This design comes from an exercise in tuning for small area on the open sky130 flow, not from production work.
At most, simulation tests tie the RTL to the original design; equivalence was not proved.
No functional check of the RTL was part of run 2.

File: design/flow/design.v
module lbmem(input CLK, input RESET, input [7:0] wdata, input wen, output [7:0] rdata, output valid);
  reg [7:0] sr [0:63];
  reg state;
  reg [2:0] cnt;
  integer i;
  wire we = wen & ~RESET;
  always @(posedge CLK) begin
    if (we) begin
      sr[0] <= wdata;
      for (i = 1; i < 64; i = i + 1)
        sr[i] <= sr[i-1];
    end
  end
  always @(posedge CLK or posedge RESET) begin
    if (RESET) begin
      state <= 1'b0;
      cnt <= 3'h0;
    end else begin
      if (state == 1'b0) begin
        cnt <= cnt + {2'h0, wen};
        state <= (cnt == 3'h7 & wen);
      end else begin
        cnt <= wen ? cnt : cnt - 1'b1;
        state <= (cnt != 3'h1 | wen);
      end
    end
  end
  assign valid = (state & (cnt != 3'h1 | wen)) | (cnt == 3'h7 & wen);
  wire [7:0] c1;   
  genvar j;
  generate
    for (j = 0; j < 8; j = j + 1) begin : dec
      assign c1[j] = (cnt == j);
    end
  endgenerate
  wire [7:0] hit;
  generate
    for (j = 0; j < 8; j = j + 1) begin : sel
      assign hit[j] = wen ? c1[(j + 1) % 8] : c1[(j + 2) % 8];
    end
  endgenerate
  wire [7:0] w [0:7];
  generate
    for (j = 0; j < 7; j = j + 1) begin : src
      assign w[j] = sr[j];
    end
  endgenerate
  assign w[7] = sr[63];
  reg [7:0] rd;
  integer k;
  always @(*) begin
    rd = 8'h00;
    for (k = 0; k < 8; k = k + 1)
      rd = rd | (w[k] & {8{hit[k]}});
  end
  assign rdata = rd;
endmodule
File: design/flow/constraint.sdc
create_clock -name core_clock -period 8.0 [get_ports {CLK}]
set_input_delay 1.6000 -clock core_clock [delete_from_list [all_inputs] [get_ports {CLK}]]
set_output_delay 1.6000 -clock core_clock [all_outputs]
set_load 0.01 [all_outputs]
File: design/flow/standard.sh
#!/bin/bash
# synth_recipe.tcl (not shown) runs the flow's synth.tcl, then flattens the netlist and writes it again
# the make line also repeats each setting of config.mk as NAME=value (left out here)
make -C /OpenROAD-flow-scripts/flow DESIGN_CONFIG=/design/flow/config.mk WORK_HOME=/design/flow/orfs CLKGATE_MAP_FILE= SYNTH_SCRIPT=/design/flow/synth_recipe.tcl "${@:-finish}"
File: design/flow/flow/run.sh
#!/bin/bash
# Standard ORFS layout, with the clock tree built without dummy loads and the
# port buffers taken as the smallest buffer. Full tool output goes to flow.log;
# ORFS's per-step logs stay under orfs/logs/.
set -euo pipefail
CTS="-sink_clustering_enable -repair_clock_nets -dont_use_dummy_load -buf_list sky130_fd_sc_hd__clkbuf_8 -sink_clustering_size 20 -sink_clustering_max_diameter 40"
bash standard.sh "CTS_ARGS=$CTS" "BUFFER_PORTS_ARGS=-buffer_cell sky130_fd_sc_hd__buf_1" finish > flow.log 2>&1
File: design/flow/config.mk
export PLATFORM = sky130hd
export DESIGN_NAME = lbmem
export DESIGN_NICKNAME = lbmem
export VERILOG_FILES = /design/flow/design.v
export SDC_FILE = /design/flow/constraint.sdc
export NUM_CORES = 4
export LEC_CHECK = 0
export ABC_AREA = 1
export CAP_MARGIN = 20
export CORE_MARGIN = 2
export CORE_UTILIZATION = 75
export SETUP_SLACK_MARGIN = 0.2
export SLEW_MARGIN = 20
==> results of run 1 <==
## synthesized netlist by cell type (all sizes together)
library cell / n
o21ai: 3
a21oi: 2
inv: 5
nand2: 87
nand3: 46
edfxtp: 512
xor2: 2
buf: 3
dfrtp: 4
ha: 7
o211ai: 1
nor2: 19
## worst min-delay path by stage
stage | start | end | slack [ps] | depth (start not counted)
after floorplan | sr[9][0] | sr[10][0] | 400 | 0
after global placement | sr[7][2] | sr[8][2] | 400 | 0
after detailed placement | sr[12][0] | sr[13][0] | 400 | 0
after CTS | sr[14][7] | sr[15][7] | 390 | 0
after global routing | sr[8][2] | sr[9][2] | 390 | 0
final | sr[8][2] | sr[9][2] | 390 | 0
## layout by cell type (no fill, tap or decap), drive strengths merged
cell type and instances:
xor2 2, ha 7, clkbuf 46, inv 5, edfxtp 512, dfrtp 4
nor2 19, nand3 46, o211ai 1, nand2 87, a21oi 2, buf 23
o21ai 3
## routing by layer
metal / vias up / part of all wire [%]
li1: 2777 / -
met1: 3060 / 48
met2: 175 / 44
met3: 45 / 5.4
met4: 0 / 2.1
met5: - / 0
## cells by family (layout without fill, tap and decap cells)
family	Yosys count	after routing	share of synthesized area (%)
and+or+nand+nor	152	152	3.960
DFF	516	516	94.92
AOI/OAI and AO/OA	6	6	0.1995
buffers and inverters	8	74	0.2763
adders and majority gates	7	7	0.5372
xor gates and xnor gates	2	2	0.1075
## critical path: stages
cell     delay, ps
buf_1          660
nand2_1        380
nand3_1        150
nand2_1         60
nor2_1         120
nand2_1         90
buf_1          150
## metrics by stage
| step | std cells | hold WS [ps] | util, % |
|---|---|---|---|
| 2_1_floorplan | 691 | 400.3 | - |
| 3_3_place_gp | 985 | 402.5 | 79.23 |
| 3_5_place_dp | 985 | 404.5 | 79.23 |
| 4_1_cts | 1031 | 388.5 | 82.22 |
| 5_1_grt | 1032 | 385.5 | 82.35 |
| 6_report | 1032 | 386.6 | 82.35 |
## area by class of cell
class                           instances  area share (%)
Multi-Input combinational cell        167           4.539
Timing Repair Buffer                   23          0.8403
Tap cell                              275           1.975
Sequential cell                       516           88.83
Inverter                                5          0.1796
Clock buffer                           46           3.634
## state kept, by name (all words and copies together), names as in the netlist
signal  count
sr        512
state       1
cnt         3
==> results.txt, run 1 <==
- The run finished with no timing, DRC or antenna violations.
- Routability-driven placement finished with a final weighted congestion of roughly 0.75.
- The class of the most critical hold timing path is register to register.
- Setup repair after global routing left no endpoint under its margin.
- The net count after synthesis is 709.
- The later-pin clock latency in the skew report is 580 ps.
- The met1 track demand over resource is approximately 30%.
- The beginning of the worst register-to-register path is cnt[0].
- The total routing resource utilization after global routing is between 10% and 20%.
- The number of max-cap violations is 0.
- In the routed design, unresolved DRC markers number 0.
- After synthesis, the cell types taking the most area are edfxtp_1 (94%), nand2_1 (1.8%), nand3_1 (1.4%), dfrtp_1 (0.61%), ha_1 (0.54%).
- For this run, global-route usage on met3 was measured as under 10%.
- The number of nets at the end of the flow is slightly below 800.
- The number of hold-slack violations in the final timing report is 0.
- The area taken by flip-flops and latches is approximately 0.015 mm^2.
- The maximum fanout encountered on the critical timing path is 12.
- The number of buffers added on ports is 19.
- Before CTS, the worst setup slack after placement is 3193 ps.
- The CTS sink count is between 500 and 600.
- The number of max-slew violations in the final report is 0.
- The area enclosed by the die boundary is 0.02293 mm^2.
- The worst setup path is captured at a primary output.
- The height of the die is approximately 150 um.
- The worst register-to-register path has a setup slack of roughly 6600 ps.
- edfxtp_1 takes more of the synthesized area than any other cell.
- The number of cells on the worst reg-to-reg path is 4.
- met1 is the most crowded layer.
- The part of the cycle the worst path needs is 60.33%.
- For the pin with the worst max-slew slack, the measured transition is around 960 ps.
- The post-CTS resize count is 0.
- The detailed-route vias per instance is 5.869.
- The area share of the leading cell type in the synthesized netlist is 94.31%.
- The number of global-route vias before repair is just under 6000.
- The distinct cell type count of the synthesized netlist is 15.
- The count of filler cells inserted in the layout is around 860.
- Summed over all layers, the routed wires come to around 21000 um.
- The routed layout has about 6100 vias.
- TritonCTS built the clock tree.
- The area used by multi-input combinational logic is roughly 790 um^2.
- The destination of the worst register-to-register timing path is cnt[1].
- The clock tree synthesis step divided the H-tree into 2 levels.
- The largest clock skew in the final design is ~37 ps.
- For this configuration, the core starts out at a cell density of 77.07%.
- 0 antenna diodes ended up in the layout.
- The total of flip-flops plus latches after synthesis is 516.
- The average cell area after synthesis is approximately 24 um^2.
- For the finished layout, the period the worst path requires is just under 5000 ps.
- Once detailed placement completed, the half-perimeter wirelength came to roughly 10000 um.
- Global routing consumed, on the met2 layer, a little over a quarter of the routing resources.
- The critical path is of the input port to primary output type.
- The number of buffers inserted by post-CTS setup repair is 0.
- The post-synthesis to final-layout area growth is 6.854%.
- In this run the worst setup path terminates at rdata[0].
- The first global-routing pass estimated between 30000 and 40000 um of wire.
- Buffers inserted to repair hold after CTS numbered 0.
- Measured against its own limit, the worst slew margin works out to between 30% and 40%.
- The critical path required time is approximately 6400 ps.
- For this run, the detailed router's first-pass iteration total came to 5.
- Of the cells placed in the final design, the portion with a size suffix greater than 1 is under 10%.
- Based on the critical path, the design can be clocked at up to slightly above 200 MHz.
- The proportion of synthesized chip area in sequential cells is a little over nine tenths.
- The top-level I/O count is 20.
- Entering global routing, the biggest net connects about 240 pins.
- After synthesis the cells add up to approximately 0.016 mm^2.
- STA classifies the critical path startpoint as an input port.
- The horizontal die dimension is 151.4 um.
- The number of warnings printed during yosys synthesis is 2.
- In this run, the number of DRC markers left after iteration 0 of detailed routing was a little over 500.
- The post-detailed-route wirelength per cell is 19.98 um.
- The largest buffer count on any clock path is 3.
- The final setup violation count is 0.
- Data arrives at the worst endpoint at between 3000 and 4000 ps.
- The clock buffer count from CTS is 46.
- The area inside the core boundary is between 0.02 and 0.025 mm^2.
- The number of antenna violations at the first check in global routing is 0.
- The number of nets with antenna violations after detailed routing is 0.
- The buffer type at the clock tree root is clkbuf_8.
- The number of placement rows is 53.
- Setup slack on the critical path of the routed design comes to about 3200 ps.
- The sum of negative setup slack is 0 ps.
- Tracing the worst setup path back leads to its startpoint at wen.
- Synthesis produced a netlist whose cell count is roughly 690.
- The CTS clock-pin slew for the worst setup and hold paths is 90 ps.
- The cell area after placement is about 0.017 mm^2.
- The design area is roughly 0.017 mm^2.
- The global-route congestion overflow total is 0.
==> inputs of run 2 (changes only) <==
==> design/flow/design.v (replaced) <==
module lbmem(input CLK, input RESET, input [7:0] wdata, input wen, output [7:0] rdata, output valid);
  reg [7:0] data [0:63];
  reg state;
  reg [2:0] cnt;
  reg [5:0] waddr;
  wire [5:0] raddr;
  always @(posedge CLK or posedge RESET) begin
    if (RESET) begin
        state <= 1'b0;
        cnt <= 5'h0;
        waddr <= 6'h0;
    end else begin
      if (state==1'b0) begin
        cnt <= cnt + {3'h0,wen};
        state <= (cnt==3'h7 & wen);  
      end
      else begin
        cnt <= wen ? cnt : cnt-1'b1;
        state <= (cnt!=3'h1 | wen);
      end
      if (wen) begin
        data[waddr] <= wdata;
        waddr <= waddr+1'b1;
      end
    end
  end
  assign valid = (state & (cnt!=3'h1 | wen)) | (cnt == 3'h7 & wen); 
  assign raddr = waddr - {2'h0, (wen ? cnt : cnt-1'b1)};
  assign rdata = data[raddr];
endmodule
==> design/flow/run.sh (new file) <==
#!/bin/bash
# synth_recipe.tcl (not shown) runs the flow's synth.tcl, then flattens the netlist and writes it again
# the make line also repeats each setting of config.mk as NAME=value (left out here)
make -C /OpenROAD-flow-scripts/flow DESIGN_CONFIG=/design/flow/config.mk WORK_HOME=/design/flow/orfs CLKGATE_MAP_FILE= SYNTH_SCRIPT=/design/flow/synth_recipe.tcl finish
==> design/flow/config.mk (replaced) <==
export PLATFORM = sky130hd
export DESIGN_NAME = lbmem
export DESIGN_NICKNAME = lbmem
export VERILOG_FILES = /design/flow/design.v
export SDC_FILE = /design/flow/constraint.sdc
export NUM_CORES = 4
export LEC_CHECK = 0
export CAP_MARGIN = 20
export CORE_MARGIN = 2
export CORE_UTILIZATION = 40
export SETUP_SLACK_MARGIN = 0.2
export SLEW_MARGIN = 20
removed: design/flow/flow/run.sh
removed: design/flow/standard.sh
==> run 2 against run 1 <==
Compared with the run above:
- clock skew is 20 ps higher
- fmax is 39% lower
- hold slack better by 170 ps
- first-iteration DRC count grew to 5.4 times the previous value
- non-clock buffer count is 141 higher
- die area is 140% higher
- via count is 140% higher
- critical path depth is 6 higher
- clock-buffer cell count is 17 higher
- critical endpoint is now rdata[6]
- highest routed layer unchanged
==> results.txt, run 2 <==
- Routability-driven placement finished with a final weighted congestion of approximately 1.
- After the last flow step, the layout net total stands at 1538.
- Dividing the detail-routed via count by the number of cells gives ~6.5.
- The startpoint of the worst setup timing path is wen.
- The global-route wire length before repair is between 100000 and 150000 um.
- After synthesis the netlist holds a flip-flop and latch count of between 500 and 600.
- The first-pass detailed-route iteration total is 8.
- The beginning of the worst hold path is waddr[0].
- The number of antenna violations at the first check in global routing was 0.
- The number of max-slew violations in the final report is 0.
- Of all flip-flops after synthesis, the portion carrying an async set or reset was between 1.5 and 2%.
- The tool flagged a number of max-cap violations equal to 0.
- The count of flip-flops with a built-in enable after synthesis is ~510.
- The largest buffer count on any clock path is 3.
- Setup violations remaining at the end of the flow were counted as 0.
- Setup repair after global routing could not meet its margin everywhere.
- Counting flops per register, the top entry is data.
- In this run, the number of DRC markers left after iteration 0 of detailed routing was 2693.
- Compared with the post-synthesis result, the final layout area differs by 18.41%.
- The number of warnings printed during yosys synthesis is 2.
- The area inside the core boundary is about 0.052 mm^2.
- The H-tree depth is 2.
- The transition time at the pin with the least slew margin is approximately 1200 ps.
- Adding up every negative setup slack in the final design gives 0 ps.
- The area enclosed by the die boundary is between 0.05 and 0.06 mm^2.
- In the post-synthesis netlist, the biggest area contributors are edfxtp_1 (73%), a22oi_1 (2.4%), nor2_1 (2.0%), nand2_1 (1.7%), nand3_1 (1.4%).
- The total routing resource utilization after global routing is 29.22%.
- The commonest non-fill, non-tap cell in the layout is edfxtp_1.
- In this design, the stage delay of the slowest critical-path cell is between 500 and 600 ps.
- Among all flip-flop cells after synthesis, the most frequent one is edfxtp_1.
- The critical path is of the input port to primary output type.
- The flow ran to the end and the layout has no timing, DRC or antenna violations.
- The post-DP HPWL is 51310 um.
- The synthesized instance count is ~1400.
- After synthesis, the most frequently instantiated cells are edfxtp_1 (512), nor2_1 (112), nand2_1 (93).
- The beginning of the worst register-to-register path is waddr[5].
- The number of placement rows is 84.
- The clock period minus final worst setup slack is 7871 ps.
- The post-synthesis cell type with the largest combined area is edfxtp_1.
- The CTS clock-pin slew for the worst setup and hold paths is ~60 ps.
- The later-pin clock latency in the skew report is ~640 ps.
- The maximum number of pins on one net before global-route repair is between 60 and 70.
- TritonCTS built the clock tree.
- STA classifies the critical path startpoint as an input port.
- The floorplan step set the die height to roughly 230 um.
- The top cell types in the final layout, fill and taps aside, are edfxtp_1 (512), buf_4 (128), nor2_1 (95), nand2_1 (93), a22oi_1 (67).
- The number of hold-slack violations in the final timing report is 0.
- Once layout is complete, the utilization of the core stands at a little under half.
- The kind of cell with the highest combined delay along the critical path is buffers and inverters.
- Dividing the synthesized area by the synthesized cell count gives ~15 um^2.
- The critical path goes through clkdlybuf4s50_1, buf_4, mux2_2, fa_2, xnor2_4, buf_6, mux4_2, a222oi_1, nor3_1, nor4b_2, nand4_1, a2111o_1, clkdlybuf4s50_1.
- The remaining max-slew budget at the tightest pin is 18.42%.
- The critical path data arrival time is 6270 ps.
- The number of global-route vias before repair is 13859.
- The class of the most critical hold timing path is register to register.
- The routed layout has between 10000 and 15000 vias.
- The maximum operating frequency is roughly 130 MHz.
- The number of design rule violations left after detail routing is 0.
- The final wirelength is between 70000 and 80000 um.
- Buffers inserted during clock tree synthesis total 53.
- For this run, the register share of the synthesized area comes to about 74%.
- Clock tree synthesis selected as its root buffer the cell clkbuf_16.
- Of all nets on the critical path, the largest fanout is 10.
- The number of buffers and inverters on the critical path is 4.
- The most frequent cell after synthesis is edfxtp_1.
- The starting utilization of the core area is just over 40%.
- The distinct cell type count of the synthesized netlist is 80.
- The combined area of all synthesized cells is between 0.02 and 0.025 mm^2.
- The part of the cycle the worst path needs is a little over nine tenths.
- The CTS sink count is around 520.
- The kind of capture point of the worst setup path is a primary output.
- The top cell type by area accounts for about three quarters of the synthesized area.
- The share of final-layout standard cells stronger than drive strength 1 is around a fifth.
- The slowest cell on the critical path is mux4_2.
- In this run the remaining antenna-violating nets after routing total 0.
- At the worst endpoint, the required time is between 6000 and 7000 ps.
- Measured along the x axis, the die boundary spans 233.3 um.
- The net count after synthesis is ~1400.
- Summed over all layers, the global routing overflow is 0.
- The register with the most flip-flops in the layout has slightly above 500 of them.
- The antenna diode count is 0.
- The largest clock skew in the final design is roughly 57 ps.
- In this run the tool buffered the top-level ports with 19 buffer cells.
- The largest registers in the layout are data: 512 flops, waddr: 6 flops, cnt: 3 flops.
- In this design, the critical path's most frequently occurring cell is clkdlybuf4s50_1.
- The post-detailed-route wirelength per cell is 35.08 um.
- 20 I/O pins were placed.
run 2: changes by cell type after synthesis, sizes merged, moves of 24 or more:
cell | previous run | this run
nor2 | 19 | 113
nand4 | 0 | 24
buf | 3 | 41
a21oi | 2 | 54
clkbuf | 0 | 48
a22oi | 0 | 67
run 2: metrics by stage:
stage / setup slack (ps) / std cells / cell area (um^2) / hold WS, ps
floorplan: 1720 / 1384 / 21020 / 497.6
global placement: -130.7 / 2138 / 22930 / 518.3
detailed placement: -110.2 / 2139 / 22950 / 540.6
CTS: 107.6 / 2241 / 24730 / 550.3
global route: 75.82 / 2245 / 24890 / 571.5
finish: 129.1 / 2245 / 24890 / 556.9
run 2: what timing repair did:
action,CTS,global route
resized for setup,8,20
setup buffers,4,4
cloned,0,0
pin swaps,3,8
endpoints found under the setup margin,8,8
hold buffers,0,0
run 2: per-layer routing:
layer / global-route usage (%) / vias to the layer above / wire length (um)
li1: - / 5811 / -
met1: 39.51 / 7304 / 29270
met2: 44.25 / 1233 / 34720
met3: 7.764 / 223 / 10560
met4: 13.16 / 0 / 4193
met5: 0 / - / 0
run 2: area by class of cell:
cell class | count | area [um^2]
fillers | 4438 | 27340
well taps | 688 | 860.8
flip-flops and latches | 522 | 15630
multi-input cells | 763 | 5204
clock buffers | 63 | 1364
clock inverters | 35 | 352.8
inverters | 10 | 37.54
repair buffers | 164 | 1450
run 2: cell families (layout without fill, tap and decap cells):
kind of cell / count (synthesis) / in the layout / synth area share (%)
adder cells (fa/ha/maj): 13 / 13 / 0.8094
AND/OR/NAND/NOR: 380 / 380 / 8.618
XOR/XNOR: 13 / 13 / 0.6131
buffers and inverters: 99 / 272 / 2.047
multiplexers: 38 / 38 / 2.018
AO/OA/AOI/OAI: 319 / 319 / 11.57
flip-flops: 522 / 522 / 74.32
run 2: worst paths after layout:
check,endpoint,slack (ps),cells past startpoint
worst max-delay path,rdata[6],130,13
worst min-delay path,waddr[0],560,1
worst max register to register,data[54][6],4720,2
worst min register to register,waddr[0],560,1
max in group asynchronous,waddr[5],6390,2
min in group asynchronous,waddr[4],1290,2

## what the ideal ports hide
In the flow no input, the clock included, has a driving cell. The finished layouts below were timed again as built, in two steps. Step 1 sets driving cells, clkbuf_16 on the clock port and buf_2 on the other inputs (assumed; they add their load-dependent delay and slew). Step 2, shift: input delay + t, output delay - t, t = (earliest + latest rising clock arrival at the registers) / 2. This alone moves slack from input paths to output paths. Three values: ideal ports, drivers, drivers and shift; two values: the first two.
run	t, ns	slack for setup (ns)	hold WS [ns]	latest minus earliest clock arrival (ns)	pins driven straight from the clock port
run 1	0.603	3.174 / 3.139 / 3.139	0.387 / 0.387 / 0.387	0.044 / 0.043	1
run 2	0.664	0.129 / 0.106 / 0.106	0.557 / 0.557 / 0.557	0.065 / 0.065	1
After both steps every run listed still meets setup and hold. The setup slack of run 1, which loses most, moves by -0.035 ns with the drivers and by -0.035 ns with both steps.
